What follows belongs to an exercise in optimizing a design on an open flow for small area; a production flow would make more cautious choices. The RTL was checked by simulation tests, not by an equivalence proof against the original design. Power figures rest on the tool's default switching activity, not on a simulated workload.

== job 6633 ==
==> flow/design.v (excerpt) <==
module alu16(clk, rst, a, b, ctrl, res, R15);
	input clk, rst;
	input [15:0] a, b;
	input [3:0] ctrl;
	output reg [15:0] res;
	output reg [15:0] R15;
	wire [15:0] sum, quo, rem;
	wire [31:0] prod;
	reg [15:0] res_d, R15_d;
	ALU u_alu(.a(a), .b(b), .ctrl(ctrl), .sum(sum), .prod(prod), .quo(quo), .rem(rem));
	always @(*) begin
		res_d = res;
		R15_d = R15;
		case (ctrl)
			4'd0, 4'd1: res_d = sum;
			4'd2: {R15_d, res_d} = prod;
			4'd3: begin res_d = quo; R15_d = rem; end
			4'd4: res_d = a & b;
			4'd5: res_d = a | b;
			default: ;
		endcase
	end
	always @(posedge clk, negedge rst) begin
		if (~rst) begin
			res <= 16'h0000;
			R15 <= 16'h0000;
		end
		else begin
			res <= res_d;
			R15 <= R15_d;
		end
	end
endmodule
==> flow/config.mk <==
export PLATFORM = sky130hd
export DESIGN_NAME = alu16
export DESIGN_NICKNAME = alu16
export VERILOG_FILES = /design/flow/design.v
export SDC_FILE = /design/flow/constraint.sdc
export NUM_CORES = 4
export LEC_CHECK = 0
export CAP_MARGIN = 20
export CORE_MARGIN = 2
export CORE_UTILIZATION = 40
export CTS_BUF_LIST = sky130_fd_sc_hd__clkbuf_8
export SETUP_SLACK_MARGIN = -1.0
export SLEW_MARGIN = 20
export SYNTH_HIERARCHICAL = 1
export SYNTH_MINIMUM_KEEP_SIZE = 0
export TNS_END_PERCENT = 0
==> flow/constraint.sdc <==
create_clock -name core_clock -period 40.0 [get_ports {clk}]
set_input_delay 8.0000 -clock core_clock [delete_from_list [all_inputs] [get_ports {clk}]]
set_output_delay 8.0000 -clock core_clock [all_outputs]
set_load 0.01 [all_outputs]
standard.sh (not shown) runs the stock make flow with config.mk's settings and CLKGATE_MAP_FILE= SYNTH_SCRIPT=/design/flow/synth_recipe.tcl, a recipe that flattens the netlist after the stock synthesis.
==> flow/flow/run.sh <==
#!/bin/bash
cp standard.sh standard_sh_copy.txt
export BUFFER_PORTS_ARGS="-buffer_cell sky130_fd_sc_hd__buf_1"
bash standard.sh > standard.log 2>&1
[inputs] job 7310 vs job 6633
- CORE_UTILIZATION changed from 40 to 30
- CTS_BUF_LIST removed (was sky130_fd_sc_hd__clkbuf_8)
- TNS_END_PERCENT removed (was 0)
==> comparison <==
Job 7310 was carried through to the last stage, and its layout satisfied the timing, design-rule and antenna checks. The lower minimum hold slack of job 6633 and job 7310 is in job 7310. Global-route wire length before repair, job 6633 and job 7310: smaller value in job 6633. Relative to job 6633, utilization has decreased by 10 points in job 7310. Against job 6633 as the reference, job 7310 delivers a higher power share of the clock group. The standard cells in job 7310 occupy more silicon area than those in job 6633 do. Compared with job 6633, in job 7310 internal power shows an increase of about 2.6%; combinational share of power moved down. Global-route usage was higher in job 6633 than in job 7310. Comparing job 6633 and job 7310, the lower portion of the clock cycle consumed by the worst path in the final layout was measured on job 6633. Diff job 6633 -> job 7310: worst hold path stage count did not really move; maximum clock frequency went down.
--- input diff job 7310..job 9585 ---
- a change of CORE_UTILIZATION from 30 to 35
- an added CTS_BUF_LIST of sky130_fd_sc_hd__clkbuf_8
==> notes.md <==
- Summary of job 9585 over job 7310: total number of cells along the worst setup path increased by 6 relative to the old numbers; setup slack at placement has increased.
- Compared to job 7310, job 9585 has wire length 4.2% lower.
- The run showing the smaller leakage component of the power is job 9585.
- Taking job 7310 as the reference, in job 9585 sequential share of layout area flat; via total after detailed routing went down 218.
- Looking only at final cell count, and setting everything else aside, the lower value of job 7310 and job 9585 goes to job 9585.
- Job 9585 reports a higher worst setup slack than job 7310 does.
- Going from job 7310 to job 9585, non-clock buffer count decreased about 4.7%, first-iteration DRC count decreased 250, combinational share of power increased 0.2 points.

Setup of v42:
Starting RTL as in the previous note.
clock: 40.0 ns
lec_check: 0
cap_margin: 20
core_margin: 2
core_utilization: 40
cts_buf_list: sky130_fd_sc_hd__clkbuf_8
gpl_routability_driven: 0
setup_slack_margin: -1.0
slew_margin: 20
synth_hierarchical: 1
synth_minimum_keep_size: 0
Scripts as last shown in full above: flow/flow/run.sh
v42 | stages: all done | timing, DRC, antenna: all pass
Changes in v50 relative to v42:
- setting PLACE_DENSITY to 0.75 for the first time
- removing CTS_BUF_LIST (formerly sky130_fd_sc_hd__clkbuf_8)
- removing GPL_ROUTABILITY_DRIVEN (formerly 0)
--- outcome ---
Result: PASS for each of v50 and v42
Compared with v42, in v50 count of plain and timing-repair buffers moved up, half-perimeter wire length after detailed placement fell 600 um.
v50 reports a lower switching part of the total than v42 does.
On cell area, v42 beats v50.
Re number of cells on the worst reg-to-reg path: no difference whatsoever between v50 and v42.
v50 -> v42: count of nets left with antenna violations after detail routing delta 0, exact match
v50 falls short of v42 in post-layout minimum cycle time.
Changes in v40 relative to v50:
- PLACE_DENSITY: 0.75 -> unset
- GPL_TIMING_DRIVEN: unset -> 0
## What came out
Met2 wire length (v40 vs. v50) decreases by a few percent. Relative to v50, the worst setup slack of v40 is higher by 0.23 ns. Compare v50 and v40 | signed area change from the synthesized netlist to the final layout lower: v50. Between v50 and v40, internal power component increased. Sort v50 and v40 by critical-path maximum fanout, descending, and v50 comes first. Going from v50 to v40, wire length on met3 went down, hold slack did not really move. Going from v50 to v40, peak supply drop rose 61%; post-layout total power now larger.

alu16 again, from the RTL that the note above started with.
Settings: LEC_CHECK=0, CAP_MARGIN=20, CORE_MARGIN=2, CORE_UTILIZATION=40, CTS_BUF_LIST=sky130_fd_sc_hd__clkbuf_8, CTS_CLUSTER_SIZE=12, SETUP_SLACK_MARGIN=-1.0, SLEW_MARGIN=20, SYNTH_HIERARCHICAL=1, SYNTH_MINIMUM_KEEP_SIZE=0; clock period 40.0 ns.
Scripts as last shown in full above: flow/flow/run.sh
Change:
CTS_BUF_LIST = default   (was sky130_fd_sc_hd__clkbuf_8)
CTS_CLUSTER_SIZE = default   (was 12)
The new run completed with no timing, DRC or antenna violations.
Via count went up by about 0.6%.
Routed wire length hardly moves.
Utilization went up by 0.16 points.
Final area came out higher by 0.36%.
First-iteration DRC count climbs by about 8%.
Setup slack is worse by 120 ps.
Hold slack got worse by 6.4 ps.
Change:
==> flow/flow/run.sh (replaced) <==
#!/bin/bash
cp standard.sh standard_sh_copy.txt
export BUFFER_PORTS_ARGS="-buffer_cell sky130_fd_sc_hd__buf_1"
export SKIP_GATE_CLONING=1
bash standard.sh > standard.log 2>&1
CTS_BUF_LIST = sky130_fd_sc_hd__clkbuf_8   (was default)
Effect: The changed run passed the timing, design-rule and antenna checks. Utilization decreases by 0.16 points. Total power decreases slightly. Wire length hardly moves. Area after synthesis is unchanged. Non-clock buffer count does not change. Final area decreases slightly. Via count decreases slightly. Sequential share of layout area barely changes. Sequential power hardly moves. Synthesized cell count is unchanged.

[static timing again, ports no longer ideal]
The results above use ideal ports. As a check the final layouts listed here were re-extracted and re-timed, cells and wires unchanged. Step 1 assumes that a clkbuf_16 drives the clock port and a buf_2 every other input. Step 2 also shifts input and output timing later by t, the mid clock arrival at the registers, as if the neighbouring blocks saw the same clock. Three values: ideal, step 1, step 2; two values: the first two.
| run | t, ns | slack for setup (ns) | latest minus earliest clock arrival (ns) | worst register clock-pin slew, ns | pins driven straight from the clock port |
|---|---|---|---|---|---|
| job 6633 | 0.343 | 1.276 / 1.289 / 0.946 | 0.012 / 0.013 | 0.09 / 0.09 | 1 |
| job 7310 | 0.338 | 1.148 / 1.120 / 0.783 | 0.005 / 0.005 | 0.06 / 0.06 | 1 |
| job 9585 | 0.345 | 1.324 / 1.341 / 0.997 | 0.015 / 0.015 | 0.08 / 0.08 | 1 |
| v42 | 0.343 | 1.276 / 1.289 / 0.946 | 0.012 / 0.013 | 0.09 / 0.09 | 1 |
| v50 | 0.330 | 0.865 / 0.796 / 0.466 | 0.007 / 0.006 | 0.06 / 0.06 | 1 |
| v40 | 0.334 | 1.096 / 1.119 / 0.785 | 0.007 / 0.006 | 0.06 / 0.06 | 1 |
| the first run of note 3 | 0.343 | 1.276 / 1.289 / 0.946 | 0.012 / 0.013 | 0.09 / 0.09 | 1 |
| the second run of note 3 | 0.333 | 1.161 / 1.181 / 0.848 | 0.007 / 0.007 | 0.06 / 0.06 | 1 |
| the third run of note 3 | 0.343 | 1.276 / 1.289 / 0.946 | 0.012 / 0.013 | 0.09 / 0.09 | 1 |
After both steps setup and hold are still met in every run listed. The setup slack of v50, which loses most, moves by -0.069 ns with the drivers and by -0.399 ns with both steps.
